What follows belongs to an exercise in optimizing a design on an open flow for small area and a short achievable clock period; a production flow would make more cautious choices. The RTL was checked by simulation tests, not by an equivalence proof against the original design. In runs 1 and 2 the design's own scripts or RTL, not TritonCTS, make the clock network. No driver is modelled on the clock port, so clock power and skew are understated where the tree is cut down; a real chip needs a root buffer or a tree. Power figures rest on the tool's default switching activity, not on a simulated workload.

--- flow/config.mk ---
export PLATFORM = sky130hd
export DESIGN_NAME = CLA_64_4
export DESIGN_NICKNAME = CLA_64_4
export VERILOG_FILES = /design/flow/design.v
export SDC_FILE = /design/flow/constraint.sdc
export NUM_CORES = 4
export LEC_CHECK = 0
export CAP_MARGIN = 20
export CORE_MARGIN = 2
export CORE_UTILIZATION = 60
export SLEW_MARGIN = 20
export TNS_END_PERCENT = 0
export BUFFER_PORTS_ARGS = -buffer_cell sky130_fd_sc_hd__buf_1
export PRE_CTS_TCL = /design/flow/flow/cts_manual.tcl
export MANUAL_CTS_NLEAF = 8
export MANUAL_CTS_NL1 = 4
export MANUAL_CTS_LEAF = sky130_fd_sc_hd__inv_16
export MANUAL_CTS_L1 = sky130_fd_sc_hd__inv_6
export SETUP_SLACK_MARGIN = 6.5
--- flow/constraint.sdc ---
create_clock -name core_clock -period 9.0 [get_ports {clock}]
set_input_delay 1.8000 -clock core_clock [delete_from_list [all_inputs] [get_ports {clock}]]
set_output_delay 1.8000 -clock core_clock [all_outputs]
set_load 0.01 [all_outputs]
--- flow/design.v ---
`timescale 1ns  / 10 ps
module CLA_4 (      
                    input  Cin,
                    input  [3:0] A, B,
                    output [3:0] Sum,Generate ,Propogate);
wire [3:0] Carry,g,p; 
assign Sum          = (A ^ B^ Carry);
assign g  		    = (A & B);                 
assign p  		    = (A ^ B);				   
assign Generate     =  g;				   
assign Propogate    =  p; 
assign Carry[0] =     Cin ;
assign Carry[1] =  (( Cin & p[0])                    |  g[0]);
assign Carry[2] =  (( Cin & p[0]&p[1] )              | (g[0]&p[1])               |  g[1]);
assign Carry[3] =  (( Cin & p[0]&p[1]&p[2])          | (g[0]&p[1]&p[2])          | (g[1]&p[2])           |  g[2] );
endmodule
`timescale 1ns  / 10 ps
module carry_out_4 (input  Cin,   input  [3:0] g, p, output Cout);
assign Cout =(( Cin & p[0]&p[1]&p[2]&p[3])     | (g[0]&p[1]&p[2]&p[3])     | (g[1]&p[2]&p[3])      | (g[2]&p[3])       |  g[3] );
endmodule
`timescale 1ns  / 10 ps
module carry_out_8 ( input  Cin,   input  [7:0] g, p, output Cout);
assign Cout = (( Cin & p[0]&p[1]&p[2]&p[3]&p[4]&p[5]&p[6]&p[7])  | (g[0]&p[1]&p[2]&p[3]&p[4]&p[5]&p[6]&p[7]) | (g[1]&p[2]&p[3]&p[4]&p[5]&p[6]&p[7])  | (g[2]&p[3]&p[4]&p[5]&p[6]&p[7])   | (g[3]&p[4]&p[5]&p[6]&p[7])    | g[4]&p[5]&p[6]&p[7]   | g[5]&p[6]&p[7]    | g[6]&p[7] | g[7]);  
endmodule
`timescale 1ns  / 10 ps
module carry_out_16 ( input  Cin,   input  [15:0] g, p, output Cout);
assign Cout = (( Cin &  p[0] &p[1]  &p[2]  &p[3]  &p[4]  &p[5]  &p[6]  &p[7]  &p[8]  &p[9]  &p[10] &p[11] &p[12] &p[13] &p[14] &p[15])  | 
                       (g[0] &p[1]  &p[2]  &p[3]  &p[4]  &p[5]  &p[6]  &p[7]  &p[8]  &p[9]  &p[10] &p[11] &p[12] &p[13] &p[14] &p[15])  | 
                       (g[1] &p[2]  &p[3]  &p[4]  &p[5]  &p[6]  &p[7]  &p[8]  &p[9]  &p[10] &p[11] &p[12] &p[13] &p[14] &p[15])  | 
                       (g[2] &p[3]  &p[4]  &p[5]  &p[6]  &p[7]  &p[8]  &p[9]  &p[10] &p[11] &p[12] &p[13] &p[14] &p[15])  | 
                       (g[3] &p[4]  &p[5]  &p[6]  &p[7]  &p[8]  &p[9]  &p[10] &p[11] &p[12] &p[13] &p[14] &p[15])  | 
                       (g[4] &p[5]  &p[6]  &p[7]  &p[8]  &p[9]  &p[10] &p[11] &p[12] &p[13] &p[14] &p[15])  | 
                       (g[5] &p[6]  &p[7]  &p[8]  &p[9]  &p[10] &p[11] &p[12] &p[13] &p[14] &p[15])  | 
                       (g[6] &p[7]  &p[8]  &p[9]  &p[10] &p[11] &p[12] &p[13] &p[14] &p[15])  | 
                       (g[7] &p[8]  &p[9]  &p[10] &p[11] &p[12] &p[13] &p[14] &p[15])  | 
                       (g[8] &p[9]  &p[10] &p[11] &p[12] &p[13] &p[14] &p[15])  | 
                       (g[9] &p[10] &p[11] &p[12] &p[13] &p[14] &p[15])  | 
                      (g[10] &p[11] &p[12] &p[13] &p[14] &p[15])  | 
                      (g[11] &p[12] &p[13] &p[14] &p[15])  | 
                      (g[12] &p[13] &p[14] &p[15])  | 
                      (g[13] &p[14] &p[15])  | 
                      (g[14] &p[15])  | 
                      (g[15])
					   );
endmodule
`timescale 1ns  / 10 ps
module carry_out_32 ( input  Cin,   input  [31:0] g, p, output Cout);
assign Cout = (( Cin &  p[0] &p[1]  &p[2]  &p[3]  &p[4]  &p[5]  &p[6]  &p[7]  &p[8]  &p[9]  &p[10] &p[11] &p[12] &p[13] &p[14] &p[15] &p[16] &p[17] &p[18] &p[19] &p[20] &p[21] &p[22] &p[23] &p[24] &p[25] &p[26] &p[27] &p[28] &p[29] &p[30] &p[31])  | 
                       (g[0] &p[1]  &p[2]  &p[3]  &p[4]  &p[5]  &p[6]  &p[7]  &p[8]  &p[9]  &p[10] &p[11] &p[12] &p[13] &p[14] &p[15] &p[16] &p[17] &p[18] &p[19] &p[20] &p[21] &p[22] &p[23] &p[24] &p[25] &p[26] &p[27] &p[28] &p[29] &p[30] &p[31])  | 
                       (g[1] &p[2]  &p[3]  &p[4]  &p[5]  &p[6]  &p[7]  &p[8]  &p[9]  &p[10] &p[11] &p[12] &p[13] &p[14] &p[15] &p[16] &p[17] &p[18] &p[19] &p[20] &p[21] &p[22] &p[23] &p[24] &p[25] &p[26] &p[27] &p[28] &p[29] &p[30] &p[31])  |  
                       (g[2] &p[3]  &p[4]  &p[5]  &p[6]  &p[7]  &p[8]  &p[9]  &p[10] &p[11] &p[12] &p[13] &p[14] &p[15] &p[16] &p[17] &p[18] &p[19] &p[20] &p[21] &p[22] &p[23] &p[24] &p[25] &p[26] &p[27] &p[28] &p[29] &p[30] &p[31])  | 
                       (g[3] &p[4]  &p[5]  &p[6]  &p[7]  &p[8]  &p[9]  &p[10] &p[11] &p[12] &p[13] &p[14] &p[15] &p[16] &p[17] &p[18] &p[19] &p[20] &p[21] &p[22] &p[23] &p[24] &p[25] &p[26] &p[27] &p[28] &p[29] &p[30] &p[31])  | 
                       (g[4] &p[5]  &p[6]  &p[7]  &p[8]  &p[9]  &p[10] &p[11] &p[12] &p[13] &p[14] &p[15] &p[16] &p[17] &p[18] &p[19] &p[20] &p[21] &p[22] &p[23] &p[24] &p[25] &p[26] &p[27] &p[28] &p[29] &p[30] &p[31])  | 
                       (g[5] &p[6]  &p[7]  &p[8]  &p[9]  &p[10] &p[11] &p[12] &p[13] &p[14] &p[15] &p[16] &p[17] &p[18] &p[19] &p[20] &p[21] &p[22] &p[23] &p[24] &p[25] &p[26] &p[27] &p[28] &p[29] &p[30] &p[31])  | 
                       (g[6] &p[7]  &p[8]  &p[9]  &p[10] &p[11] &p[12] &p[13] &p[14] &p[15] &p[16] &p[17] &p[18] &p[19] &p[20] &p[21] &p[22] &p[23] &p[24] &p[25] &p[26] &p[27] &p[28] &p[29] &p[30] &p[31])  | 
                       (g[7] &p[8]  &p[9]  &p[10] &p[11] &p[12] &p[13] &p[14] &p[15] &p[16] &p[17] &p[18] &p[19] &p[20] &p[21] &p[22] &p[23] &p[24] &p[25] &p[26] &p[27] &p[28] &p[29] &p[30] &p[31])  | 
                       (g[8] &p[9]  &p[10] &p[11] &p[12] &p[13] &p[14] &p[15] &p[16] &p[17] &p[18] &p[19] &p[20] &p[21] &p[22] &p[23] &p[24] &p[25] &p[26] &p[27] &p[28] &p[29] &p[30] &p[31])  | 
                       (g[9] &p[10] &p[11] &p[12] &p[13] &p[14] &p[15] &p[16] &p[17] &p[18] &p[19] &p[20] &p[21] &p[22] &p[23] &p[24] &p[25] &p[26] &p[27] &p[28] &p[29] &p[30] &p[31])  | 
                       (g[10]&p[11] &p[12] &p[13] &p[14] &p[15] &p[16] &p[17] &p[18] &p[19] &p[20] &p[21] &p[22] &p[23] &p[24] &p[25] &p[26] &p[27] &p[28] &p[29] &p[30] &p[31])  | 
                       (g[11]&p[12] &p[13] &p[14] &p[15] &p[16] &p[17] &p[18] &p[19] &p[20] &p[21] &p[22] &p[23] &p[24] &p[25] &p[26] &p[27] &p[28] &p[29] &p[30] &p[31])  | 
                       (g[12]&p[13] &p[14] &p[15] &p[16] &p[17] &p[18] &p[19] &p[20] &p[21] &p[22] &p[23] &p[24] &p[25] &p[26] &p[27] &p[28] &p[29] &p[30] &p[31])  | 
                       (g[13]&p[14] &p[15] &p[16] &p[17] &p[18] &p[19] &p[20] &p[21] &p[22] &p[23] &p[24] &p[25] &p[26] &p[27] &p[28] &p[29] &p[30] &p[31])  | 
                       (g[14]&p[15] &p[16] &p[17] &p[18] &p[19] &p[20] &p[21] &p[22] &p[23] &p[24] &p[25] &p[26] &p[27] &p[28] &p[29] &p[30] &p[31])  | 
                       (g[15]&p[16] &p[17] &p[18] &p[19] &p[20] &p[21] &p[22] &p[23] &p[24] &p[25] &p[26] &p[27] &p[28] &p[29] &p[30] &p[31])  | 
                       (g[16]&p[17] &p[18] &p[19] &p[20] &p[21] &p[22] &p[23] &p[24] &p[25] &p[26] &p[27] &p[28] &p[29] &p[30] &p[31])  | 
                       (g[17]&p[18] &p[19] &p[20] &p[21] &p[22] &p[23] &p[24] &p[25] &p[26] &p[27] &p[28] &p[29] &p[30] &p[31])  | 
                       (g[18]&p[19] &p[20] &p[21] &p[22] &p[23] &p[24] &p[25] &p[26] &p[27] &p[28] &p[29] &p[30] &p[31])  | 
                       (g[19]&p[20] &p[21] &p[22] &p[23] &p[24] &p[25] &p[26] &p[27] &p[28] &p[29] &p[30] &p[31])  | 
                       (g[20]&p[21] &p[22] &p[23] &p[24] &p[25] &p[26] &p[27] &p[28] &p[29] &p[30] &p[31])  | 
                       (g[21]&p[22] &p[23] &p[24] &p[25] &p[26] &p[27] &p[28] &p[29] &p[30] &p[31])  | 
                       (g[22]&p[23] &p[24] &p[25] &p[26] &p[27] &p[28] &p[29] &p[30] &p[31])  | 
                       (g[23]&p[24] &p[25] &p[26] &p[27] &p[28] &p[29] &p[30] &p[31])  | 
                       (g[24]&p[25] &p[26] &p[27] &p[28] &p[29] &p[30] &p[31])  | 
                       (g[25]&p[26] &p[27] &p[28] &p[29] &p[30] &p[31])  | 
                       (g[26]&p[27] &p[28] &p[29] &p[30] &p[31])  | 
                       (g[27]&p[28] &p[29] &p[30] &p[31])  | 
                       (g[28]&p[29] &p[30] &p[31])  | 
                       (g[29]&p[30] &p[31])  | 
                       (g[30]&p[31])  | 
                       (g[31])
                       );
endmodule
`timescale 1ns / 10 ps
module CLA_64_4 (   input  [63:0] a_inp,
                    input  [63:0] b_inp,
                    output reg [63:0] s_out,
                    output reg        c_out,
                    input         clock,
                    input         reset);
reg  [2:0] u0;
wire [2:0] n0 = {1'b0, a_inp[1:0]} + {1'b0, b_inp[1:0]};
reg  [2:0] u1;
wire [2:0] n1 = {1'b0, a_inp[3:2]} + {1'b0, b_inp[3:2]};
reg  [2:0] u2;
wire [2:0] n2 = {1'b0, a_inp[5:4]} + {1'b0, b_inp[5:4]};
reg  [2:0] u3;
wire [2:0] n3 = {1'b0, a_inp[7:6]} + {1'b0, b_inp[7:6]};
reg  [2:0] u4;
wire [2:0] n4 = {1'b0, a_inp[9:8]} + {1'b0, b_inp[9:8]};
reg  [2:0] u5;
wire [2:0] n5 = {1'b0, a_inp[11:10]} + {1'b0, b_inp[11:10]};
reg  [2:0] u6;
wire [2:0] n6 = {1'b0, a_inp[13:12]} + {1'b0, b_inp[13:12]};
reg  [2:0] u7;
wire [2:0] n7 = {1'b0, a_inp[15:14]} + {1'b0, b_inp[15:14]};
reg  [2:0] u8;
wire [2:0] n8 = {1'b0, a_inp[17:16]} + {1'b0, b_inp[17:16]};
reg  [2:0] u9;
wire [2:0] n9 = {1'b0, a_inp[19:18]} + {1'b0, b_inp[19:18]};
reg  [2:0] u10;
wire [2:0] n10 = {1'b0, a_inp[21:20]} + {1'b0, b_inp[21:20]};
reg  [2:0] u11;
wire [2:0] n11 = {1'b0, a_inp[23:22]} + {1'b0, b_inp[23:22]};
reg  [2:0] u12;
wire [2:0] n12 = {1'b0, a_inp[25:24]} + {1'b0, b_inp[25:24]};
reg  [2:0] u13;
wire [2:0] n13 = {1'b0, a_inp[27:26]} + {1'b0, b_inp[27:26]};
reg  [2:0] u14;
wire [2:0] n14 = {1'b0, a_inp[29:28]} + {1'b0, b_inp[29:28]};
reg  [2:0] u15;
wire [2:0] n15 = {1'b0, a_inp[31:30]} + {1'b0, b_inp[31:30]};
reg  [2:0] u16;
wire [2:0] n16 = {1'b0, a_inp[33:32]} + {1'b0, b_inp[33:32]};
reg  [2:0] u17;
wire [2:0] n17 = {1'b0, a_inp[35:34]} + {1'b0, b_inp[35:34]};
reg  [2:0] u18;
wire [2:0] n18 = {1'b0, a_inp[37:36]} + {1'b0, b_inp[37:36]};
reg  [2:0] u19;
wire [2:0] n19 = {1'b0, a_inp[39:38]} + {1'b0, b_inp[39:38]};
reg  [2:0] u20;
wire [2:0] n20 = {1'b0, a_inp[41:40]} + {1'b0, b_inp[41:40]};
reg  [2:0] u21;
wire [2:0] n21 = {1'b0, a_inp[43:42]} + {1'b0, b_inp[43:42]};
reg  [2:0] u22;
wire [2:0] n22 = {1'b0, a_inp[45:44]} + {1'b0, b_inp[45:44]};
reg  [2:0] u23;
wire [2:0] n23 = {1'b0, a_inp[47:46]} + {1'b0, b_inp[47:46]};
reg  [2:0] u24;
wire [2:0] n24 = {1'b0, a_inp[49:48]} + {1'b0, b_inp[49:48]};
reg  [2:0] u25;
wire [2:0] n25 = {1'b0, a_inp[51:50]} + {1'b0, b_inp[51:50]};
reg  [2:0] u26;
wire [2:0] n26 = {1'b0, a_inp[53:52]} + {1'b0, b_inp[53:52]};
reg  [2:0] u27;
wire [2:0] n27 = {1'b0, a_inp[55:54]} + {1'b0, b_inp[55:54]};
reg  [2:0] u28;
wire [2:0] n28 = {1'b0, a_inp[57:56]} + {1'b0, b_inp[57:56]};
reg  [2:0] u29;
wire [2:0] n29 = {1'b0, a_inp[59:58]} + {1'b0, b_inp[59:58]};
reg  [2:0] u30;
wire [2:0] n30 = {1'b0, a_inp[61:60]} + {1'b0, b_inp[61:60]};
reg  [2:0] u31;
wire [2:0] n31 = {1'b0, a_inp[63:62]} + {1'b0, b_inp[63:62]};
wire g0_0 = u0[2];
wire p0_0 = &u0[1:0];
wire g1_1 = u1[2];
wire p1_1 = &u1[1:0];
wire g2_2 = u2[2];
wire p2_2 = &u2[1:0];
wire g3_3 = u3[2];
wire p3_3 = &u3[1:0];
wire g4_4 = u4[2];
wire p4_4 = &u4[1:0];
wire g5_5 = u5[2];
wire p5_5 = &u5[1:0];
wire g6_6 = u6[2];
wire p6_6 = &u6[1:0];
wire g7_7 = u7[2];
wire p7_7 = &u7[1:0];
wire g8_8 = u8[2];
wire p8_8 = &u8[1:0];
wire g9_9 = u9[2];
wire p9_9 = &u9[1:0];
wire g10_10 = u10[2];
wire p10_10 = &u10[1:0];
wire g11_11 = u11[2];
wire p11_11 = &u11[1:0];
wire g12_12 = u12[2];
wire p12_12 = &u12[1:0];
wire g13_13 = u13[2];
wire p13_13 = &u13[1:0];
wire g14_14 = u14[2];
wire p14_14 = &u14[1:0];
wire g15_15 = u15[2];
wire p15_15 = &u15[1:0];
wire g16_16 = u16[2];
wire p16_16 = &u16[1:0];
wire g17_17 = u17[2];
wire p17_17 = &u17[1:0];
wire g18_18 = u18[2];
wire p18_18 = &u18[1:0];
wire g19_19 = u19[2];
wire p19_19 = &u19[1:0];
wire g20_20 = u20[2];
wire p20_20 = &u20[1:0];
wire g21_21 = u21[2];
wire p21_21 = &u21[1:0];
wire g22_22 = u22[2];
wire p22_22 = &u22[1:0];
wire g23_23 = u23[2];
wire p23_23 = &u23[1:0];
wire g24_24 = u24[2];
wire p24_24 = &u24[1:0];
wire g25_25 = u25[2];
wire p25_25 = &u25[1:0];
wire g26_26 = u26[2];
wire p26_26 = &u26[1:0];
wire g27_27 = u27[2];
wire p27_27 = &u27[1:0];
wire g28_28 = u28[2];
wire p28_28 = &u28[1:0];
wire g29_29 = u29[2];
wire p29_29 = &u29[1:0];
wire g30_30 = u30[2];
wire p30_30 = &u30[1:0];
wire g31_31 = u31[2];
wire p31_31 = &u31[1:0];
wire g1_0 = g1_1 | (p1_1 & g0_0);
wire g3_2 = g3_3 | (p3_3 & g2_2);
wire p3_2 = p3_3 & p2_2;
wire g5_4 = g5_5 | (p5_5 & g4_4);
wire p5_4 = p5_5 & p4_4;
wire g7_6 = g7_7 | (p7_7 & g6_6);
wire p7_6 = p7_7 & p6_6;
wire g9_8 = g9_9 | (p9_9 & g8_8);
wire p9_8 = p9_9 & p8_8;
wire g11_10 = g11_11 | (p11_11 & g10_10);
wire p11_10 = p11_11 & p10_10;
wire g13_12 = g13_13 | (p13_13 & g12_12);
wire p13_12 = p13_13 & p12_12;
wire g15_14 = g15_15 | (p15_15 & g14_14);
wire p15_14 = p15_15 & p14_14;
wire g17_16 = g17_17 | (p17_17 & g16_16);
wire p17_16 = p17_17 & p16_16;
wire g19_18 = g19_19 | (p19_19 & g18_18);
wire p19_18 = p19_19 & p18_18;
wire g21_20 = g21_21 | (p21_21 & g20_20);
wire p21_20 = p21_21 & p20_20;
wire g23_22 = g23_23 | (p23_23 & g22_22);
wire p23_22 = p23_23 & p22_22;
wire g25_24 = g25_25 | (p25_25 & g24_24);
wire p25_24 = p25_25 & p24_24;
wire g27_26 = g27_27 | (p27_27 & g26_26);
wire p27_26 = p27_27 & p26_26;
wire g29_28 = g29_29 | (p29_29 & g28_28);
wire p29_28 = p29_29 & p28_28;
wire g31_30 = g31_31 | (p31_31 & g30_30);
wire p31_30 = p31_31 & p30_30;
wire g2_0 = g2_2 | (p2_2 & g1_0);
wire g3_0 = g3_2 | (p3_2 & g1_0);
wire g6_4 = g6_6 | (p6_6 & g5_4);
wire p6_4 = p6_6 & p5_4;
wire g7_4 = g7_6 | (p7_6 & g5_4);
wire p7_4 = p7_6 & p5_4;
wire g10_8 = g10_10 | (p10_10 & g9_8);
wire p10_8 = p10_10 & p9_8;
wire g11_8 = g11_10 | (p11_10 & g9_8);
wire p11_8 = p11_10 & p9_8;
wire g14_12 = g14_14 | (p14_14 & g13_12);
wire p14_12 = p14_14 & p13_12;
wire g15_12 = g15_14 | (p15_14 & g13_12);
wire p15_12 = p15_14 & p13_12;
wire g18_16 = g18_18 | (p18_18 & g17_16);
wire p18_16 = p18_18 & p17_16;
wire g19_16 = g19_18 | (p19_18 & g17_16);
wire p19_16 = p19_18 & p17_16;
wire g22_20 = g22_22 | (p22_22 & g21_20);
wire p22_20 = p22_22 & p21_20;
wire g23_20 = g23_22 | (p23_22 & g21_20);
wire p23_20 = p23_22 & p21_20;
wire g26_24 = g26_26 | (p26_26 & g25_24);
wire p26_24 = p26_26 & p25_24;
wire g27_24 = g27_26 | (p27_26 & g25_24);
wire p27_24 = p27_26 & p25_24;
wire g30_28 = g30_30 | (p30_30 & g29_28);
wire p30_28 = p30_30 & p29_28;
wire g31_28 = g31_30 | (p31_30 & g29_28);
wire p31_28 = p31_30 & p29_28;
wire g4_0 = g4_4 | (p4_4 & g3_0);
wire g5_0 = g5_4 | (p5_4 & g3_0);
wire g6_0 = g6_4 | (p6_4 & g3_0);
wire g7_0 = g7_4 | (p7_4 & g3_0);
wire g12_8 = g12_12 | (p12_12 & g11_8);
wire p12_8 = p12_12 & p11_8;
wire g13_8 = g13_12 | (p13_12 & g11_8);
wire p13_8 = p13_12 & p11_8;
wire g14_8 = g14_12 | (p14_12 & g11_8);
wire p14_8 = p14_12 & p11_8;
wire g15_8 = g15_12 | (p15_12 & g11_8);
wire p15_8 = p15_12 & p11_8;
wire g20_16 = g20_20 | (p20_20 & g19_16);
wire p20_16 = p20_20 & p19_16;
wire g21_16 = g21_20 | (p21_20 & g19_16);
wire p21_16 = p21_20 & p19_16;
wire g22_16 = g22_20 | (p22_20 & g19_16);
wire p22_16 = p22_20 & p19_16;
wire g23_16 = g23_20 | (p23_20 & g19_16);
wire p23_16 = p23_20 & p19_16;
wire g28_24 = g28_28 | (p28_28 & g27_24);
wire p28_24 = p28_28 & p27_24;
wire g29_24 = g29_28 | (p29_28 & g27_24);
wire p29_24 = p29_28 & p27_24;
wire g30_24 = g30_28 | (p30_28 & g27_24);
wire p30_24 = p30_28 & p27_24;
wire g31_24 = g31_28 | (p31_28 & g27_24);
wire p31_24 = p31_28 & p27_24;
wire g8_0 = g8_8 | (p8_8 & g7_0);
wire g9_0 = g9_8 | (p9_8 & g7_0);
wire g10_0 = g10_8 | (p10_8 & g7_0);
wire g11_0 = g11_8 | (p11_8 & g7_0);
wire g12_0 = g12_8 | (p12_8 & g7_0);
wire g13_0 = g13_8 | (p13_8 & g7_0);
wire g14_0 = g14_8 | (p14_8 & g7_0);
wire g15_0 = g15_8 | (p15_8 & g7_0);
wire g24_16 = g24_24 | (p24_24 & g23_16);
wire p24_16 = p24_24 & p23_16;
wire g25_16 = g25_24 | (p25_24 & g23_16);
wire p25_16 = p25_24 & p23_16;
wire g26_16 = g26_24 | (p26_24 & g23_16);
wire p26_16 = p26_24 & p23_16;
wire g27_16 = g27_24 | (p27_24 & g23_16);
wire p27_16 = p27_24 & p23_16;
wire g28_16 = g28_24 | (p28_24 & g23_16);
wire p28_16 = p28_24 & p23_16;
wire g29_16 = g29_24 | (p29_24 & g23_16);
wire p29_16 = p29_24 & p23_16;
wire g30_16 = g30_24 | (p30_24 & g23_16);
wire p30_16 = p30_24 & p23_16;
wire g31_16 = g31_24 | (p31_24 & g23_16);
wire p31_16 = p31_24 & p23_16;
wire g16_0 = g16_16 | (p16_16 & g15_0);
wire g17_0 = g17_16 | (p17_16 & g15_0);
wire g18_0 = g18_16 | (p18_16 & g15_0);
wire g19_0 = g19_16 | (p19_16 & g15_0);
wire g20_0 = g20_16 | (p20_16 & g15_0);
wire g21_0 = g21_16 | (p21_16 & g15_0);
wire g22_0 = g22_16 | (p22_16 & g15_0);
wire g23_0 = g23_16 | (p23_16 & g15_0);
wire g24_0 = g24_16 | (p24_16 & g15_0);
wire g25_0 = g25_16 | (p25_16 & g15_0);
wire g26_0 = g26_16 | (p26_16 & g15_0);
wire g27_0 = g27_16 | (p27_16 & g15_0);
wire g28_0 = g28_16 | (p28_16 & g15_0);
wire g29_0 = g29_16 | (p29_16 & g15_0);
wire g30_0 = g30_16 | (p30_16 & g15_0);
wire g31_0 = g31_16 | (p31_16 & g15_0);
wire c0 = 1'b0;
wire c1 = g0_0;
wire c2 = g1_0;
wire c3 = g2_0;
wire c4 = g3_0;
wire c5 = g4_0;
wire c6 = g5_0;
wire c7 = g6_0;
wire c8 = g7_0;
wire c9 = g8_0;
wire c10 = g9_0;
wire c11 = g10_0;
wire c12 = g11_0;
wire c13 = g12_0;
wire c14 = g13_0;
wire c15 = g14_0;
wire c16 = g15_0;
wire c17 = g16_0;
wire c18 = g17_0;
wire c19 = g18_0;
wire c20 = g19_0;
wire c21 = g20_0;
wire c22 = g21_0;
wire c23 = g22_0;
wire c24 = g23_0;
wire c25 = g24_0;
wire c26 = g25_0;
wire c27 = g26_0;
wire c28 = g27_0;
wire c29 = g28_0;
wire c30 = g29_0;
wire c31 = g30_0;
wire c32 = g31_0;
wire [1:0] t0 = u0[1:0] + {1'd0, c0};
wire [1:0] t1 = u1[1:0] + {1'd0, c1};
wire [1:0] t2 = u2[1:0] + {1'd0, c2};
wire [1:0] t3 = u3[1:0] + {1'd0, c3};
wire [1:0] t4 = u4[1:0] + {1'd0, c4};
wire [1:0] t5 = u5[1:0] + {1'd0, c5};
wire [1:0] t6 = u6[1:0] + {1'd0, c6};
wire [1:0] t7 = u7[1:0] + {1'd0, c7};
wire [1:0] t8 = u8[1:0] + {1'd0, c8};
wire [1:0] t9 = u9[1:0] + {1'd0, c9};
wire [1:0] t10 = u10[1:0] + {1'd0, c10};
wire [1:0] t11 = u11[1:0] + {1'd0, c11};
wire [1:0] t12 = u12[1:0] + {1'd0, c12};
wire [1:0] t13 = u13[1:0] + {1'd0, c13};
wire [1:0] t14 = u14[1:0] + {1'd0, c14};
wire [1:0] t15 = u15[1:0] + {1'd0, c15};
wire [1:0] t16 = u16[1:0] + {1'd0, c16};
wire [1:0] t17 = u17[1:0] + {1'd0, c17};
wire [1:0] t18 = u18[1:0] + {1'd0, c18};
wire [1:0] t19 = u19[1:0] + {1'd0, c19};
wire [1:0] t20 = u20[1:0] + {1'd0, c20};
wire [1:0] t21 = u21[1:0] + {1'd0, c21};
wire [1:0] t22 = u22[1:0] + {1'd0, c22};
wire [1:0] t23 = u23[1:0] + {1'd0, c23};
wire [1:0] t24 = u24[1:0] + {1'd0, c24};
wire [1:0] t25 = u25[1:0] + {1'd0, c25};
wire [1:0] t26 = u26[1:0] + {1'd0, c26};
wire [1:0] t27 = u27[1:0] + {1'd0, c27};
wire [1:0] t28 = u28[1:0] + {1'd0, c28};
wire [1:0] t29 = u29[1:0] + {1'd0, c29};
wire [1:0] t30 = u30[1:0] + {1'd0, c30};
wire [1:0] t31 = u31[1:0] + {1'd0, c31};
always @(posedge clock or posedge reset)
begin
    if (reset)
        begin
            s_out <= 64'b0;
            c_out <= 1'b0;
            u0 <= 'b0;
            u1 <= 'b0;
            u2 <= 'b0;
            u3 <= 'b0;
            u4 <= 'b0;
            u5 <= 'b0;
            u6 <= 'b0;
            u7 <= 'b0;
            u8 <= 'b0;
            u9 <= 'b0;
            u10 <= 'b0;
            u11 <= 'b0;
            u12 <= 'b0;
            u13 <= 'b0;
            u14 <= 'b0;
            u15 <= 'b0;
            u16 <= 'b0;
            u17 <= 'b0;
            u18 <= 'b0;
            u19 <= 'b0;
            u20 <= 'b0;
            u21 <= 'b0;
            u22 <= 'b0;
            u23 <= 'b0;
            u24 <= 'b0;
            u25 <= 'b0;
            u26 <= 'b0;
            u27 <= 'b0;
            u28 <= 'b0;
            u29 <= 'b0;
            u30 <= 'b0;
            u31 <= 'b0;
        end
    else
        begin
            u0 <= n0;
            u1 <= n1;
            u2 <= n2;
            u3 <= n3;
            u4 <= n4;
            u5 <= n5;
            u6 <= n6;
            u7 <= n7;
            u8 <= n8;
            u9 <= n9;
            u10 <= n10;
            u11 <= n11;
            u12 <= n12;
            u13 <= n13;
            u14 <= n14;
            u15 <= n15;
            u16 <= n16;
            u17 <= n17;
            u18 <= n18;
            u19 <= n19;
            u20 <= n20;
            u21 <= n21;
            u22 <= n22;
            u23 <= n23;
            u24 <= n24;
            u25 <= n25;
            u26 <= n26;
            u27 <= n27;
            u28 <= n28;
            u29 <= n29;
            u30 <= n30;
            u31 <= n31;
            s_out <= {t31, t30, t29, t28, t27, t26, t25, t24, t23, t22, t21, t20, t19, t18, t17, t16, t15, t14, t13, t12, t11, t10, t9, t8, t7, t6, t5, t4, t3, t2, t1, t0};
            c_out <= c32;
        end
end
endmodule
--- flow/flow/run.sh ---
#!/bin/bash
set -e
cat >> config.mk <<CFG
export BUFFER_PORTS_ARGS = -buffer_cell sky130_fd_sc_hd__buf_1
export PRE_CTS_TCL = $PWD/flow/cts_manual.tcl
export MANUAL_CTS_NLEAF = 8
export MANUAL_CTS_NL1 = 4
export MANUAL_CTS_LEAF = sky130_fd_sc_hd__inv_16
export MANUAL_CTS_L1 = sky130_fd_sc_hd__inv_6
export SETUP_SLACK_MARGIN = 6.5
CFG
bash standard.sh > standard.log 2>&1
--- flow/flow/cts_manual.tcl ---
# Pre-CTS hook: a small, balanced clock tree built by hand.
# The flip-flops are split by balanced k-means on their placed locations
# into NLEAF groups; each group gets a leaf clock buffer at its centre. The
# leaf buffers are split the same way into NL1 groups, each driven by one
# first-level buffer, and the first-level buffers are driven by the clock
# port (NL1 = 0: the leaves hang on the port). Every flip-flop sits behind
# the same number of buffers, so all of them get the same clock latency up
# to wire and load differences. The standard clock_tree_synthesis call that
# follows in cts.tcl is turned into a no-op. The buffers may be inverters
# (both levels then, so the flip-flops see the clock's own polarity).

# balanced k-means: items are {obj x y}; returns the group index of each item
proc mcts_cluster {items k} {
  set n [llength $items]
  set sorted [lsort -integer -index 1 $items]
  set centres {}
  for {set g 0} {$g < $k} {incr g} {
    set lo [expr {$g * $n / $k}]
    set hi [expr {($g + 1) * $n / $k - 1}]
    set ax 0; set ay 0
    foreach s [lrange $sorted $lo $hi] { incr ax [lindex $s 1]; incr ay [lindex $s 2] }
    set m [expr {max(1, $hi - $lo + 1)}]
    lappend centres [list [expr {$ax / $m}] [expr {$ay / $m}]]
  }
  set cap [expr {($n + $k - 1) / $k}]
  for {set iter 0} {$iter < 40} {incr iter} {
    set pairs {}
    set i 0
    foreach s $items {
      for {set g 0} {$g < $k} {incr g} {
        set c [lindex $centres $g]
        set dx [expr {[lindex $s 1] - [lindex $c 0]}]
        set dy [expr {[lindex $s 2] - [lindex $c 1]}]
        lappend pairs [list [expr {$dx * $dx + $dy * $dy}] $i $g]
      }
      incr i
    }
    set pairs [lsort -integer -index 0 $pairs]
    array unset asg
    for {set g 0} {$g < $k} {incr g} { set cnt($g) 0; set sx($g) 0; set sy($g) 0 }
    foreach p $pairs {
      lassign $p d i g
      if {[info exists asg($i)] || $cnt($g) >= $cap} continue
      set asg($i) $g
      incr cnt($g)
    }
    for {set i 0} {$i < $n} {incr i} {
      incr sx($asg($i)) [lindex [lindex $items $i] 1]
      incr sy($asg($i)) [lindex [lindex $items $i] 2]
    }
    set centres {}
    for {set g 0} {$g < $k} {incr g} {
      lappend centres [list [expr {$sx($g) / max(1, $cnt($g))}] [expr {$sy($g) / max(1, $cnt($g))}]]
    }
  }
  set out {}
  for {set i 0} {$i < $n} {incr i} { lappend out $asg($i) }
  return [list $out $centres]
}

proc mcts_centre {iterm} {
  set bb [[$iterm getInst] getBBox]
  return [list $iterm [expr {([$bb xMin] + [$bb xMax]) / 2}] [expr {([$bb yMin] + [$bb yMax]) / 2}]]
}

# one buffer per group: moves each group's sinks onto a new net driven by
# the buffer; returns the buffers' input pins as items
proc mcts_level {block master items k name driver_net} {
  lassign [mcts_cluster $items $k] asg centres
  set outs {}
  for {set g 0} {$g < $k} {incr g} {
    set inst [odb::dbInst_create $block $master "${name}_$g"]
    set net [odb::dbNet_create $block "${name}_net_$g"]
    $net setSigType CLOCK
    set opin X
    if {[$master findMTerm Y] ne "NULL"} { set opin Y }
    [$inst findITerm $opin] connect $net
    [$inst findITerm A] connect $driver_net
    lassign [lindex $centres $g] cx cy
    $inst setLocation [expr {$cx - [$master getWidth] / 2}] [expr {$cy - [$master getHeight] / 2}]
    $inst setPlacementStatus PLACED
    set bnet($g) $net
    set cnt($g) 0
    lappend outs [mcts_centre [$inst findITerm A]]
  }
  set i 0
  foreach s $items {
    set it [lindex $s 0]
    $it disconnect
    $it connect $bnet([lindex $asg $i])
    incr cnt([lindex $asg $i])
    incr i
  }
  for {set g 0} {$g < $k} {incr g} { puts "manual cts: $name $g drives $cnt($g) pins near [lindex $centres $g]" }
  return $outs
}

proc manual_cts {} {
  set nleaf 8
  set nl1 2
  set leafcell sky130_fd_sc_hd__clkbuf_16
  set l1cell sky130_fd_sc_hd__clkbuf_16
  if {[info exists ::env(MANUAL_CTS_NLEAF)]} { set nleaf $::env(MANUAL_CTS_NLEAF) }
  if {[info exists ::env(MANUAL_CTS_NL1)]} { set nl1 $::env(MANUAL_CTS_NL1) }
  if {[info exists ::env(MANUAL_CTS_LEAF)]} { set leafcell $::env(MANUAL_CTS_LEAF) }
  if {[info exists ::env(MANUAL_CTS_L1)]} { set l1cell $::env(MANUAL_CTS_L1) }
  set db [ord::get_db]
  set block [ord::get_db_block]
  set clk_net [$block findNet clock]
  set sinks {}
  foreach it [$clk_net getITerms] { lappend sinks [mcts_centre $it] }
  puts "manual cts: [llength $sinks] clock sinks, $nleaf leaf buffers, $nl1 first-level buffers"
  set leaves [mcts_level $block [$db findMaster $leafcell] $sinks $nleaf clkbuf_leaf $clk_net]
  if {$nl1 > 0} {
    mcts_level $block [$db findMaster $l1cell] $leaves $nl1 clkbuf_l1 $clk_net
  }
}
manual_cts

set_propagated_clock [all_clocks]
# cts.tcl next calls repair_clock_inverters, which would clone the tree's
# inverters per load, and then clock_tree_synthesis; the tree is complete,
# so both are skipped.
rename repair_clock_inverters orig_repair_clock_inverters
proc repair_clock_inverters {args} { puts "manual cts: repair_clock_inverters skipped" }
rename clock_tree_synthesis orig_clock_tree_synthesis
proc clock_tree_synthesis {args} { puts "manual cts: clock_tree_synthesis skipped" }

# The port buffers are all made from one cell by buffer_ports; the output
# ports' buffers may be swapped to another (PORT_OUT_BUF).
if {[info exists ::env(PORT_OUT_BUF)]} {
  set m [[ord::get_db] findMaster $::env(PORT_OUT_BUF)]
  set k 0
  foreach bt [[ord::get_db_block] getBTerms] {
    if {[$bt getIoType] ne "OUTPUT"} continue
    set drv [[$bt getNet] getFirstOutput]
    if {$drv eq "NULL"} continue
    [$drv getInst] swapMaster $m
    incr k
  }
  puts "port buffers: $k output port drivers made $::env(PORT_OUT_BUF)"
}
--- flow/standard.sh ---
#!/bin/bash
# synth_recipe.tcl (not shown) runs the flow's synth.tcl, then flattens the netlist and writes it again
# the make line also repeats each setting of config.mk as NAME=value (left out here)
make -C /OpenROAD-flow-scripts/flow DESIGN_CONFIG=/design/flow/config.mk WORK_HOME=/design/flow/orfs CLKGATE_MAP_FILE= SYNTH_SCRIPT=/design/flow/synth_recipe.tcl "${@:-finish}"
==> impl_metrics.yaml, run 1 <==
outcome:
  result_of_the_run: "no timing/DRC/antenna violations"
place:
  post-place-ws_ns: 6.31
  portBuffers: 194
  gpl.final_weighted_congestion: 0.804
  detailedPlacementHpwl_mm: 8.72
  placed_area_sq_um: 7320
  place.detailed.instances: 722
clocking:
  clock_insertion_delay_worst_skew_ns: 0.14
  cts.reportedPaths.clkPinSlew_ns: 0.07
  cts.hold.buffers_added: 0
detailed_routing:
  dr.pass1.iters: 6
  m1_wire_length_mm: 4.67
  wl_met2_mm: 5.50
  remaining_drc_errors: 0
  drt_iter0_drc: 148
  met3_length_um: 719
  route.vias.total: 3843
  routedWlPerCell_um: 15.2
  wl_mm: 11.2
  top_signal_layer_used: "met4"
  ant_nets: 0
  vias_per_cell: 5.23
synth:
  synth.ff_latch_count: 161
  dominant_combinational_cell_family_by_area_after_synthesis: "adder cells"
  synth_seq_area_share_pct: 62.9
  avgSynthCellArea_sq_um: 16.4
  synth.area.mux_share_pct: 0
  compound_cell_area_share_of_the_yosys_netlist_pct: 6.41
  synth_ff_type: "sky130_fd_sc_hd__dfrtp_1"
  synth_xor_xnor_area_share_pct: 4.24
  mappedNetlistArea_sq_um: 6400
  synth_edf_count: 0
  synthCells: 391
  postSynthNetCount: 616
  yosysWarningCount: 1
  postSynth.asyncResetShare_pct: 100
  synth.lib_cells_used.distinct: 38
  area_share_of_and_or_nand_nor_cells_after_synthesis_pct: 3.73
  yosys.area_share.adder_pct: 22.3
power:
  power_leakage_nw: 3.43
  worst_ir_drop_vdd_mv: 0.142
  cellPowerDensity_nw_per_um2: 200
timing:
  final_count_of_hold_timing_violations: 0
  timing.clock.skew_ns: 0.0116
  min_period_over_period_pct: 28.1
  min_period_ns: 2.53
  max_clock_freq_ghz: 0.395
  layout_setup_ws_ns: 6.47
  timing.max_slew.rel_slack_pct: 63.6
  final-setup-viol-count: 0
  tightestPinTransition_ns: 0.541
  timing_max_transition_violations_final: 0
  rsz0062_at_grt: "yes"
  fin_tns_setup_ns: 0
  whs_ns: 0.350
global_routing:
  grt_remaining_overflow: 0
  vias_in_the_first_global_route: 3987
  grt_max_degree: 162
  grt_first_pass_wirelength_mm: 18.1
  number_of_antenna_violations_at_the_first_check_in_global_routing: 0
  global_route.usage.total_pct: 19.6
die:
  fp-row-count: 37
  die-height_um: 107
  start_util_pct: 62.0
  design.core.area_sq_um: 10300
  die_w_um: 107
  floorplan.die_area_sq_um: 11500
  top_ports: 195
min_path:
  hold_path_cell_cnt: 0
  worst_hold_startpoint: "u0[0]$_DFF_PP0_"
  worstHoldPathType: "flip-flop to flip-flop"
  min_delay_worst_endpoint: "s_out[0]$_DFF_PP0_"
setup_path:
  crit_path_max_fanout: 1
  critPathKind: "input port to flip-flop"
  cp-end-kind: "flip-flop"
  reg2reg_to: "s_out[63]$_DFF_PP0_"
  rrSetupSlack_ns: 6.53
  reg2reg_depth: 9
  worst_r2r_startpoint: "u1[1]$_DFF_PP0_"
  cp.required_ns: 9.00
  worstPathArrival_ns: 2.53
  kind_of_start_point_of_the_critical_path: "input port"
layout:
  registers.top_by_ff_count: "s_out"
  layout.cell_area.non_filler_sq_um: 7570
  final_cell_count_without_fillers: 735
  drive_gt1_share_pct: 6.18
  layout.nets: 826
  layout_common_cells: "194 x sky130_fd_sc_hd__buf_1, 161 x sky130_fd_sc_hd__dfrtp_1, 61 x sky130_fd_sc_hd__ha_1, 32 x sky130_fd_sc_hd__fa_1, 31 x sky130_fd_sc_hd__xor2_1"
  syn_to_final_growth_pct: 18.2
  num_antenna_cells: 0
  layout.cells.most_common: "sky130_fd_sc_hd__buf_1"
  largest_register_ff_count: 64
flow_run:
  timing.max_cap.violations: 0
## worst max path at each step
stage	start	endpoint	slack, ns	depth (start not counted)
2_1_floorplan	reset	c_out$_DFF_PP0_	5.16	1
3_3_place_gp	reset	s_out[39]$_DFF_PP0_	6.36	3
5_1_grt	u1[0]$_DFF_PP0_	s_out[63]$_DFF_PP0_	6.43	9
6_report	a_inp[44]	u22[1]$_DFF_PP0_	6.47	3
4_1_cts	a_inp[14]	u7[1]$_DFF_PP0_	6.47	3
3_5_place_dp	a_inp[32]	u16[1]$_DFF_PP0_	6.31	3
## logic make-up after synthesis
group	Yosys count
AO/OA/AOI/OAI	52
buffers and inverters	6
flip-flops	161
AND/OR/NAND/NOR	46
adder cells (fa/ha/maj)	95
XOR/XNOR	31
## metal layers
metal | track usage [%] | vias up
met5 | 0 | -
met4 | 4.64 | 0
met3 | 2.54 | 24
met2 | 33.1 | 147
met1 | 27.5 | 1881
li1 | - | 1791
## worst max-delay path, cell delays in order
cell and delay (ns):
sky130_fd_sc_hd__buf_1 0.08, sky130_fd_sc_hd__ha_2 0.18, sky130_fd_sc_hd__fa_1 0.47
## layout make-up
cell class	count	area [sq um]
fill	708	2760
inverter	18	221
multi-input combinational	224	2360
sequential	161	4030
tap	136	170
timing repair buffer	196	781
## report_power, final
part / switching (mW) / internal, mW / total [mW]
sequential: 0.0627 / 0.840 / 0.903
combinational: 0.157 / 0.108 / 0.265
clock: 0.274 / 0.0708 / 0.345
total: 0.493 / 1.02 / 1.51
## per-stage QoR
step / util, % / power [mW]
2_1_floorplan: - / 1.05
3_3_place_gp: 70.9 / 1.17
3_5_place_dp: 70.9 / 1.18
4_1_cts: 72.9 / 1.53
5_1_grt: 73.3 / 1.60
6_report: 73.3 / 1.51
## Yosys cell counts (2+ instances only)
cell,n,area share (%)
sky130_fd_sc_hd__a31oi_1,10,0.98
sky130_fd_sc_hd__nand2_1,15,0.88
sky130_fd_sc_hd__and3_1,2,0.20
sky130_fd_sc_hd__nor3_1,3,0.23
sky130_fd_sc_hd__inv_1,6,0.35
sky130_fd_sc_hd__xor2_1,31,4.2
sky130_fd_sc_hd__o21ai_0,3,0.23
sky130_fd_sc_hd__and4_1,4,0.55
sky130_fd_sc_hd__a31o_2,11,1.5
sky130_fd_sc_hd__a211o_1,3,0.41
sky130_fd_sc_hd__ha_1,63,12
sky130_fd_sc_hd__nand4_1,6,0.59
sky130_fd_sc_hd__and2_1,2,0.20
sky130_fd_sc_hd__o21bai_1,3,0.35
sky130_fd_sc_hd__dfrtp_1,161,63
sky130_fd_sc_hd__a21o_1,2,0.23
sky130_fd_sc_hd__a211oi_1,2,0.23
sky130_fd_sc_hd__nand3_1,2,0.16
sky130_fd_sc_hd__fa_1,32,10
sky130_fd_sc_hd__nor2_1,8,0.47
sky130_fd_sc_hd__o31ai_1,2,0.23
sky130_fd_sc_hd__a21oi_1,4,0.31
## timing repair
item / in CTS / in global routing
resized for setup: 2 / 3
setup endpoints to repair: 9 / 198
buffers inserted: 0 / 0
gates cloned: 0 / 1
pin swaps: 1 / 1
==> run 2: changes to the inputs <==
==> flow/flow/run.sh (replaced) <==
#!/bin/bash
set -e
cat >> config.mk <<CFG
export BUFFER_PORTS_ARGS = -buffer_cell sky130_fd_sc_hd__buf_2
export PRE_CTS_TCL = $PWD/flow/cts_manual.tcl
export MANUAL_CTS_NLEAF = 8
export MANUAL_CTS_NL1 = 4
export MANUAL_CTS_LEAF = sky130_fd_sc_hd__inv_12
export MANUAL_CTS_L1 = sky130_fd_sc_hd__inv_4
export SETUP_SLACK_MARGIN = 6.35
CFG
bash standard.sh > standard.log 2>&1
--- a/flow/flow/cts_manual.tcl
+++ b/flow/flow/cts_manual.tcl
@@ -125,18 +125,3 @@
 proc repair_clock_inverters {args} { puts "manual cts: repair_clock_inverters skipped" }
 rename clock_tree_synthesis orig_clock_tree_synthesis
 proc clock_tree_synthesis {args} { puts "manual cts: clock_tree_synthesis skipped" }
-
-# The port buffers are all made from one cell by buffer_ports; the output
-# ports' buffers may be swapped to another (PORT_OUT_BUF).
-if {[info exists ::env(PORT_OUT_BUF)]} {
-  set m [[ord::get_db] findMaster $::env(PORT_OUT_BUF)]
-  set k 0
-  foreach bt [[ord::get_db_block] getBTerms] {
-    if {[$bt getIoType] ne "OUTPUT"} continue
-    set drv [[$bt getNet] getFirstOutput]
-    if {$drv eq "NULL"} continue
-    [$drv getInst] swapMaster $m
-    incr k
-  }
-  puts "port buffers: $k output port drivers made $::env(PORT_OUT_BUF)"
-}
==> flow/config.mk (replaced) <==
export PLATFORM = sky130hd
export DESIGN_NAME = CLA_64_4
export DESIGN_NICKNAME = CLA_64_4
export VERILOG_FILES = /design/flow/design.v
export SDC_FILE = /design/flow/constraint.sdc
export NUM_CORES = 4
export LEC_CHECK = 0
export CAP_MARGIN = 20
export CORE_MARGIN = 2
export CORE_UTILIZATION = 40
export SLEW_MARGIN = 20
export BUFFER_PORTS_ARGS = -buffer_cell sky130_fd_sc_hd__buf_2
export PRE_CTS_TCL = /design/flow/flow/cts_manual.tcl
export MANUAL_CTS_NLEAF = 8
export MANUAL_CTS_NL1 = 4
export MANUAL_CTS_LEAF = sky130_fd_sc_hd__inv_12
export MANUAL_CTS_L1 = sky130_fd_sc_hd__inv_4
export SETUP_SLACK_MARGIN = 6.35
==> run 2 against run 1 <==
Net effect: wire length is 5.0% higher; via count is 2.7% lower; synthesized cell count stayed put; largest cell class unchanged; final cell count is 11% higher; critical path type unchanged; area after synthesis stayed put; largest power group unchanged; global-route usage is 6.1 points lower; highest routed layer unchanged; setup slack better by 0.011 ns.
==> impl_metrics.yaml, run 2 <==
global_routing:
  vias_in_the_first_global_route: 3971
  grt_max_degree: 162
  grt_first_pass_wirelength_mm: 18.6
  global_route.usage.total_pct: 13.5
  grt_remaining_overflow: 0
  number_of_antenna_violations_at_the_first_check_in_global_routing: 0
clocking:
  cts_setup_buffers: 0
  cts.hold.buffers_added: 0
  clock_insertion_delay_worst_skew_ns: 0.16
  cts.reportedPaths.clkPinSlew_ns: 0.08
  post_cts_resized: 0
timing:
  final-setup-viol-count: 0
  tightestPinTransition_ns: 0.799
  timing_max_transition_violations_final: 0
  max_clock_freq_ghz: 0.397
  whs_ns: 0.353
  fin_tns_setup_ns: 0
  rsz0062_at_grt: "no"
  min_period_over_period_pct: 28.0
  final_count_of_hold_timing_violations: 0
  timing.clock.skew_ns: 0.0142
  timing.max_slew.rel_slack_pct: 46.7
  min_period_ns: 2.52
  layout_setup_ws_ns: 6.48
setup_path:
  critical_path.cell_chain: "buf_2, ha_1, fa_1"
  worst-path-buf-inv: 1
  slowest_stage: "sky130_fd_sc_hd__fa_1"
  reg2reg_to: "s_out[63]$_DFF_PP0_"
  worstPathArrival_ns: 2.53
  worst_setup_path_startpoint: "a_inp[22]"
  cp.required_ns: 9.02
  kind_of_start_point_of_the_critical_path: "input port"
  reg2reg_depth: 9
  worst_r2r_startpoint: "u2[0]$_DFF_PP0_"
  crit_path_max_fanout: 1
  cp-end-kind: "flip-flop"
  rrSetupSlack_ns: 6.50
  critPathKind: "input port to flip-flop"
  critical-path-top-delay-family: "adder cells"
  critPathMaxStageDelay_ns: 0.43
synth:
  synth_ff_type: "sky130_fd_sc_hd__dfrtp_1"
  synth.ff_latch_count: 161
  yosysWarningCount: 1
  yosysMostFrequentCell: "sky130_fd_sc_hd__dfrtp_1"
  post_synth_most_frequent_cells: "161 x sky130_fd_sc_hd__dfrtp_1, 63 x sky130_fd_sc_hd__ha_1, 32 x sky130_fd_sc_hd__fa_1"
  postSynth.asyncResetShare_pct: 100
  avgSynthCellArea_sq_um: 16.4
  postSynthNetCount: 616
  mappedNetlistArea_sq_um: 6400
  post-synth-top-area-cell: "sky130_fd_sc_hd__dfrtp_1"
  synth_area_leaders: "sky130_fd_sc_hd__dfrtp_1 63%, sky130_fd_sc_hd__ha_1 12%, sky130_fd_sc_hd__fa_1 10%"
  synth.top_cell.area_share_pct: 62.9
  synth_seq_area_share_pct: 62.9
  synthCells: 391
  synth.lib_cells_used.distinct: 38
  synth_edf_count: 0
layout:
  layout.nets: 825
  layout.cells.most_common: "sky130_fd_sc_hd__buf_2"
  num_antenna_cells: 0
  largest_register_ff_count: 64
  fill_cells: 1399
  registers.top_by_ff_count: "s_out"
  layout_common_cells: "194 x sky130_fd_sc_hd__buf_2, 161 x sky130_fd_sc_hd__dfrtp_1, 63 x sky130_fd_sc_hd__ha_1, 32 x sky130_fd_sc_hd__fa_1, 31 x sky130_fd_sc_hd__xor2_1"
  layout.core_utilization_pct: 49.7
  drive_gt1_share_pct: 38.1
  syn_to_final_growth_pct: 22.5
detailed_routing:
  vias_per_cell: 4.60
  dr.pass1.iters: 4
  ant_nets: 0
  remaining_drc_errors: 0
  routedWlPerCell_um: 14.4
  route.vias.total: 3741
  drt_iter0_drc: 138
  wl_mm: 11.7
die:
  top_ports: 195
  die-height_um: 131
  design.core.area_sq_um: 15800
  start_util_pct: 40.6
  fp-row-count: 46
  floorplan.die_area_sq_um: 17000
  die_w_um: 131
place:
  detailedPlacementHpwl_mm: 9.04
  portBuffers: 194
  post-place-ws_ns: 6.31
  gpl.final_weighted_congestion: 0.764
min_path:
  min_delay_worst_endpoint: "s_out[1]$_DFF_PP0_"
  hold_path_cell_cnt: 0
  worstHoldPathType: "flip-flop to flip-flop"
  worst_hold_startpoint: "u0[1]$_DFF_PP0_"
power:
  power_leakage_nw: 3.93
  worst_ir_drop_vdd_mv: 0.0826
  total_power_mw: 1.50
  cellPowerDensity_nw_per_um2: 191
outcome:
  result_of_the_run: "no timing/DRC/antenna violations"
flow_run:
  timing.max_cap.violations: 0
[run 2: cell count changes in the layout (fill, tap and decap cells not counted), sizes merged]
| cell | before | now |
|---|---|---|
| clkbuf | 1 | 0 |
[run 2: power by group]
part | switching, mW | internal [mW]
Sequential | 0.0601 | 0.838
Clock | 0.256 | 0.0555
Combinational | 0.157 | 0.133
[run 2: worst max-delay path by stage]
stage / endpoint / slack, ns / depth (start not counted)
after floorplan: c_out$_DFF_PP0_ / 5.16 / 1
after global placement: u29[1]$_DFF_PP0_ / 6.32 / 3
after detailed placement: u11[1]$_DFF_PP0_ / 6.31 / 3
after CTS: s_out[55]$_DFF_PP0_ / 6.47 / 8
after global routing: s_out[63]$_DFF_PP0_ / 6.36 / 9
final: u11[1]$_DFF_PP0_ / 6.48 / 3
[run 2: through the flow]
step                cells  cell area, sq um
finish                814              7840
global route          814              7840
CTS                   814              7820
detailed placement    802              7670
global placement      802              7670
floorplan             391              6400
[run 2: per-layer routing]
metal | GRT usage [%] | part of all wire [%] | vias up
met2 | 23.3 | 49 | 125
met3 | 1.63 | 6.2 | 15
li1 | - | - | 1785
met5 | 0 | 0 | -
met1 | 18.7 | 43 | 1816
met4 | 2.63 | 1.9 | 0
[run 2: cells by family after synthesis]
kind of cell	Yosys count	share of synthesized area (%)
compound gates	52	6.41
xor+xnor	31	4.24
fa+ha+maj	95	22.3
buf+inv	6	0.352
flops	161	62.9
simple gates	46	3.73
[run 2: final cells by class]
type,instances,area [sq um],area share (%)
inverter,18,181,2.31
timing repair buffer,195,998,12.7
tap,216,270,3.45
sequential,161,4030,51.4
multi-input combinational,224,2360,30.1
[run 2: worst register-to-register path, cell delays in order (launching register included)]
cell and delay (ns):
sky130_fd_sc_hd__dfrtp_1 0.43, sky130_fd_sc_hd__a211oi_2 0.28, sky130_fd_sc_hd__a211oi_1 0.14, sky130_fd_sc_hd__and4_4 0.24, sky130_fd_sc_hd__o21ai_2 0.13, sky130_fd_sc_hd__o211ai_2 0.18, sky130_fd_sc_hd__a211o_1 0.37, sky130_fd_sc_hd__a211o_1 0.29
sky130_fd_sc_hd__ha_1 0.19, sky130_fd_sc_hd__xor2_1 0.15
==> run 3: changes to the inputs <==
==> flow/run.sh (new file) <==
#!/bin/bash
# synth_recipe.tcl (not shown) runs the flow's synth.tcl, then flattens the netlist and writes it again
# the make line also repeats each setting of config.mk as NAME=value (left out here)
make -C /OpenROAD-flow-scripts/flow DESIGN_CONFIG=/design/flow/config.mk WORK_HOME=/design/flow/orfs CLKGATE_MAP_FILE= SYNTH_SCRIPT=/design/flow/synth_recipe.tcl finish
==> flow/config.mk (replaced) <==
export PLATFORM = sky130hd
export DESIGN_NAME = CLA_64_4
export DESIGN_NICKNAME = CLA_64_4
export VERILOG_FILES = /design/flow/design.v
export SDC_FILE = /design/flow/constraint.sdc
export NUM_CORES = 4
export LEC_CHECK = 0
export CAP_MARGIN = 20
export CORE_MARGIN = 2
export CORE_UTILIZATION = 40
export SLEW_MARGIN = 20
removed: flow/flow/run.sh
removed: flow/flow/cts_manual.tcl
removed: flow/standard.sh
==> run 3 against run 2 <==
Net effect: die area unchanged; clock skew down 0.0076 ns; highest routed layer unchanged; first-iteration DRC count up 2.9%; synthesized cell count unchanged; register-to-register slack better by 0.03 ns; worst hold slack worse by 0.0029 ns; critical path depth down 2; combinational power up 34%; setup slack worse by 0.60 ns; still clean on timing, DRC and antenna; final cell count up 2.2%; clock power up 130%; largest power group unchanged.
==> impl_metrics.yaml, run 3 <==
timing:
  final-setup-viol-count: 0
  max_clock_freq_ghz: 0.321
  fin_tns_setup_ns: 0
  timing_max_transition_violations_final: 0
  min_period_over_period_pct: 34.6
  min_period_ns: 3.12
  tightestPinTransition_ns: 0.723
  timing.clock.skew_ns: 0.00655
  layout_setup_ws_ns: 5.88
  final_count_of_hold_timing_violations: 0
  timing.max_slew.rel_slack_pct: 51.8
  rsz0062_at_grt: "no"
synth:
  post-synth-top-area-cell: "sky130_fd_sc_hd__dfrtp_1"
  avgSynthCellArea_sq_um: 16.4
  synth.lib_cells_used.distinct: 38
  postSynthNetCount: 616
  yosysWarningCount: 1
  synth_edf_count: 0
  postSynth.asyncResetShare_pct: 100
  synthCells: 391
  synth.ff_latch_count: 161
  synth_ff_type: "sky130_fd_sc_hd__dfrtp_1"
  post_synth_most_frequent_cells: "161 x sky130_fd_sc_hd__dfrtp_1, 63 x sky130_fd_sc_hd__ha_1, 32 x sky130_fd_sc_hd__fa_1"
  synth.top_cell.area_share_pct: 62.9
  yosysMostFrequentCell: "sky130_fd_sc_hd__dfrtp_1"
  synth_seq_area_share_pct: 62.9
  synth_area_leaders: "sky130_fd_sc_hd__dfrtp_1 63%, sky130_fd_sc_hd__ha_1 12%, sky130_fd_sc_hd__fa_1 10%"
  mappedNetlistArea_sq_um: 6400
setup_path:
  rrSetupSlack_ns: 6.53
  worstPathArrival_ns: 1.32
  reg2reg_depth: 9
  critical-path-top-delay-family: "buffers and inverters"
  crit_path_max_fanout: 1
  critical_path.cell_chain: "clkdlybuf4s50_1"
  kind_of_start_point_of_the_critical_path: "flip-flop"
  reg2reg_to: "s_out[63]$_DFF_PP0_"
  slowest_stage: "sky130_fd_sc_hd__clkdlybuf4s50_1"
  cp-end-kind: "primary output"
  critPathKind: "flip-flop to primary output"
  cp.required_ns: 7.20
  critPathMaxStageDelay_ns: 0.55
  worst_r2r_startpoint: "u2[0]$_DFF_PP0_"
  worst-path-buf-inv: 1
layout:
  fill_cells: 1246
  layout.cell_area.non_filler_sq_um: 9240
  layout.core_utilization_pct: 58.6
  layout_common_cells: "194 x sky130_fd_sc_hd__clkdlybuf4s50_1, 161 x sky130_fd_sc_hd__dfrtp_1, 63 x sky130_fd_sc_hd__ha_1, 32 x sky130_fd_sc_hd__fa_1, 31 x sky130_fd_sc_hd__xor2_1"
  num_antenna_cells: 0
  drive_gt1_share_pct: 7.47
  final_cell_count_without_fillers: 832
  syn_to_final_growth_pct: 44.3
  layout.nets: 830
  layout.cells.most_common: "sky130_fd_sc_hd__clkdlybuf4s50_1"
  largest_register_ff_count: 64
  registers.top_by_ff_count: "s_out"
place:
  gpl.final_weighted_congestion: 0.790
  place.detailed.instances: 802
  placed_area_sq_um: 8630
  post-place-ws_ns: 5.07
  portBuffers: 194
  detailedPlacementHpwl_mm: 9.76
min_path:
  min_delay_worst_endpoint: "s_out[0]$_DFF_PP0_"
  hold_path_cell_cnt: 0
  worstHoldPathType: "flip-flop to flip-flop"
  worst_hold_startpoint: "u0[0]$_DFF_PP0_"
power:
  share_comb_of_total_power_pct: 19.4
  p_switching_mw: 0.476
  cellPowerDensity_nw_per_um2: 218
  clock_power_share_pct: 36.0
  p_sw_share_pct: 23.6
  power.share.sequential_pct: 44.7
  intPower_mw: 1.54
  worst_ir_drop_vdd_mv: 0.130
  power_leakage_nw: 4.14
outcome:
  result_of_the_run: "no timing/DRC/antenna violations"
detailed_routing:
  wl_met2_mm: 6.22
  vias_per_cell: 4.66
  route.vias.total: 3873
  ant_nets: 0
  dr.pass1.iters: 4
  routedWlPerCell_um: 15.0
  drt_iter0_drc: 142
  met3_length_um: 940
  m1_wire_length_mm: 5.02
  remaining_drc_errors: 0
  wl_mm: 12.4
  top_signal_layer_used: "met4"
die:
  fp-row-count: 46
  start_util_pct: 40.6
  top_ports: 195
  design.core.area_sq_um: 15800
  floorplan.die_area_sq_um: 17000
  die-height_um: 131
  die_w_um: 131
global_routing:
  grt_remaining_overflow: 0
  number_of_antenna_violations_at_the_first_check_in_global_routing: 0
  grt_max_degree: 83
  grt_first_pass_wirelength_mm: 19.8
  global_route.usage.total_pct: 15.6
  vias_in_the_first_global_route: 4174
clocking:
  cts_setup_buffers: 0
  cts-buffers-inserted: 17
  maximum_root_to_sink_buffer_count: 2
  cts.hold.buffers_added: 0
  clk_root_buffer_cell: "sky130_fd_sc_hd__clkbuf_16"
  clock_insertion_delay_worst_skew_ns: 0.41
  clkSinkCount: 161
  cts.reportedPaths.clkPinSlew_ns: 0.06
  htree_levels: 4
  cts_tree: "yes"
  post_cts_resized: 0
flow_run:
  timing.max_cap.violations: 0
## run 3: cell counts after synthesis
Identical to the previous run, type by type.
## run 3: how the worst max path moves through the flow
stage,from,end,depth (start not counted)
after CTS,reset,s_out[0]$_DFF_PP0_,3
final,s_out[5]$_DFF_PP0_,s_out[5],1
after global routing,reset,u2[0]$_DFF_PP0_,3
after detailed placement,reset,s_out[0]$_DFF_PP0_,3
after global placement,reset,s_out[2]$_DFF_PP0_,3
after floorplan,reset,c_out$_DFF_PP0_,1
## run 3: cell type report
class | count | area [sq um] | share of cell area (%)
tap | 216 | 270 | 2.93
clock inverter | 4 | 97.6 | 1.06
sequential | 161 | 4030 | 43.6
timing repair buffer | 195 | 1950 | 21.1
clock buffer | 26 | 509 | 5.51
multi-input combinational | 224 | 2350 | 25.4
inverter | 6 | 27.5 | 0.298
## run 3: stage by stage
stage	power (mW)	hold WS [ns]
4_1_cts	2.05	0.353
3_5_place_dp	1.31	0.340
5_1_grt	2.13	0.362
2_1_floorplan	1.05	0.331
6_report	2.02	0.351
3_3_place_gp	1.30	0.333
## run 3: logic make-up (layout without fill, tap and decap cells)
kind of cell	Yosys count	count (layout)	share of synthesized area, %
and+or+nand+nor	46	46	3.73
AOI/OAI and AO/OA	52	52	6.41
buffers and inverters	6	231	0.352
DFF	161	161	62.9
adders and majority gates	95	95	22.3
xor gates and xnor gates	31	31	4.24
## run 3: power by group through the flow
stage	clock network, mW	logic [mW]	registers [mW]
2_1_floorplan	0	0.109	0.938
3_3_place_gp	0	0.391	0.912
3_5_place_dp	0	0.398	0.914
4_1_cts	0.750	0.401	0.903
5_1_grt	0.781	0.433	0.915
6_report	0.726	0.391	0.902
## run 3: layer usage
| metal | global-route usage [%] | vias to the layer above |
|---|---|---|
| li1 | - | 1805 |
| met1 | 18.9 | 1915 |
| met2 | 25.4 | 134 |
| met3 | 5.58 | 19 |
| met4 | 6.76 | 0 |
| met5 | 0 | - |
==> run 4: changes to the inputs <==
==> flow/flow/run.sh (new file) <==
#!/bin/bash
set -e
cp standard.sh standard_sh_copy.log
cat >> config.mk <<'CFG'
export BUFFER_PORTS_ARGS = -buffer_cell sky130_fd_sc_hd__buf_2
CFG
bash standard.sh > standard.log 2>&1
==> flow/standard.sh (new file) <==
#!/bin/bash
# synth_recipe.tcl (not shown) runs the flow's synth.tcl, then flattens the netlist and writes it again
# the make line also repeats each setting of config.mk as NAME=value (left out here)
make -C /OpenROAD-flow-scripts/flow DESIGN_CONFIG=/design/flow/config.mk WORK_HOME=/design/flow/orfs CLKGATE_MAP_FILE= SYNTH_SCRIPT=/design/flow/synth_recipe.tcl "${@:-finish}"
--- a/flow/config.mk
+++ b/flow/config.mk
@@ -9,3 +9,4 @@
 export CORE_MARGIN = 2
 export CORE_UTILIZATION = 40
 export SLEW_MARGIN = 20
+export BUFFER_PORTS_ARGS = -buffer_cell sky130_fd_sc_hd__buf_2
removed: flow/run.sh
==> run 4 against run 3 <==
Net effect: still clean; total power shrank 4.6%; wire length shrank 4.0%; critical path depth increased by 2; utilization shrank 6.1 points; area after synthesis unchanged; sequential power fell by 0.4%; die area did not move; global-route usage down 0.67 points; clock power increased by 1%; final area down 10%; largest power group unchanged.
==> impl_metrics.yaml, run 4 <==
synth:
  synth.top_cell.area_share_pct: 62.9
  synth.lib_cells_used.distinct: 38
  post_synth_most_frequent_cells: "161 x sky130_fd_sc_hd__dfrtp_1, 63 x sky130_fd_sc_hd__ha_1, 32 x sky130_fd_sc_hd__fa_1"
  yosysMostFrequentCell: "sky130_fd_sc_hd__dfrtp_1"
  post-synth-top-area-cell: "sky130_fd_sc_hd__dfrtp_1"
  postSynth.asyncResetShare_pct: 100
  synthCells: 391
  synth_edf_count: 0
  mappedNetlistArea_sq_um: 6400
clocking:
  clkSinkCount: 161
  cts-buffers-inserted: 17
  cts_setup_buffers: 0
  cts.hold.buffers_added: 0
  cts_tree: "yes"
timing:
  timing.max_slew.rel_slack_pct: 46.0
  min_period_over_period_pct: 31.6
  fin_tns_setup_ns: 0
  timing.clock.skew_ns: 0.00896
  rsz0062_at_grt: "no"
power:
  worst_ir_drop_vdd_mv: 0.142
  power_leakage_nw: 4.14
  cellPowerDensity_nw_per_um2: 233
setup_path:
  kind_of_start_point_of_the_critical_path: "input port"
  cp-end-kind: "async pin"
die:
  floorplan.die_area_sq_um: 17000
  fp-row-count: 46
  start_util_pct: 40.6
detailed_routing:
  wl_mm: 11.9
  routedWlPerCell_um: 14.3
  remaining_drc_errors: 0
  ant_nets: 0
place:
  portBuffers: 194
  place.detailed.instances: 802
  detailedPlacementHpwl_mm: 9.17
layout:
  final_cell_count_without_fillers: 835
  layout.nets: 830
  seqCellArea_sq_um: 4030
  syn_to_final_growth_pct: 29.2
  layout.cells.most_common: "sky130_fd_sc_hd__buf_2"
  layout_common_cells: "194 x sky130_fd_sc_hd__buf_2, 161 x sky130_fd_sc_hd__dfrtp_1, 63 x sky130_fd_sc_hd__ha_1, 32 x sky130_fd_sc_hd__fa_1, 31 x sky130_fd_sc_hd__xor2_1"
  drive_gt1_share_pct: 39.5
  registers.top_by_ff_count: "s_out"
global_routing:
  global_route.usage.total_pct: 14.9
  gr-usage-met3_pct: 5.50
  global_route.usage.met2_pct: 23.4
  grtUsageMet1_pct: 19.7
  grt_remaining_overflow: 0
  gr-max-usage-layer: "met2"
outcome:
  result_of_the_run: "no timing/DRC/antenna violations"
## run 4: changes by cell type in the layout (fill, tap and decap cells not counted), sizes merged
cell | before | now
clkinvlp | 1 | 3
diode | 0 | 1
clkinv | 0 | 3
inv | 6 | 8
clkdlybuf4s50 | 194 | 0
clkbuf | 26 | 21
buf | 1 | 195
## run 4: per-layer routing
layer	vias up	routed length [um]
met2	141	5820
li1	1807	-
met5	-	0
met4	0	116
met1	1823	5230
met3	10	780
## run 4: logic make-up (layout without fill, tap and decap cells)
| kind of cell | count (synthesis) | after routing | share of synthesized area, % |
|---|---|---|---|
| DFF | 161 | 161 | 62.9 |
| adders and majority gates | 95 | 95 | 22.3 |
| AOI/OAI and AO/OA | 52 | 52 | 6.41 |
| and+or+nand+nor | 46 | 46 | 3.73 |
| xor gates and xnor gates | 31 | 31 | 4.24 |
| buffers and inverters | 6 | 233 | 0.352 |
| other | 0 | 1 | 0 |
## run 4: area by class of cell
| cell class | instances | area share, % |
|---|---|---|
| clock buffers | 21 | 5.57 |
| flip-flops and latches | 161 | 48.7 |
| repair buffers | 195 | 11.8 |
| clock inverters | 11 | 1.85 |
| multi-input cells | 224 | 28.4 |
| well taps | 216 | 3.27 |
| inverters | 6 | 0.333 |
| diodes | 1 | 0.0303 |
## run 4: stage by stage
step	area, sq um	setup WS, ns	power (mW)	hold slack [ns]	utilization (%)
final	8270	6.15	1.93	0.348	52.4
after floorplan	6400	2.85	1.05	0.331	-
after detailed placement	7650	5.56	1.21	0.335	48.5
after global routing	8270	5.82	2.04	0.372	52.4
after global placement	7650	5.61	1.20	0.336	48.5
after CTS	8270	6.00	1.96	0.349	52.4
## run 4: report_power, final
group	switching (mW)	total (mW)	internal, mW
combinational	0.160	0.293	0.134
clock	0.280	0.733	0.453
sequential	0.0583	0.898	0.840
## run 4: worst max-delay path, stage by stage
cell	delay, ns
sky130_fd_sc_hd__buf_2	0.12
sky130_fd_sc_hd__inv_6	0.54
sky130_fd_sc_hd__buf_4	0.78
## run 4: path summary, 6_finish.rpt
check | slack [ns] | cells past startpoint | from | end
worst max-delay path | 6.15 | 3 | reset | s_out[2]$_DFF_PP0_
worst min-delay path | 0.35 | 0 | u0[0]$_DFF_PP0_ | s_out[0]$_DFF_PP0_
worst max register to register | 6.49 | 8 | u19[0]$_DFF_PP0_ | s_out[63]$_DFF_PP0_
worst min register to register | 0.35 | 0 | u0[0]$_DFF_PP0_ | s_out[0]$_DFF_PP0_
max in group core_clock | 6.25 | 1 | s_out[5]$_DFF_PP0_ | s_out[5]
min in group asynchronous | 1.54 | 2 | reset | s_out[3]$_DFF_PP0_
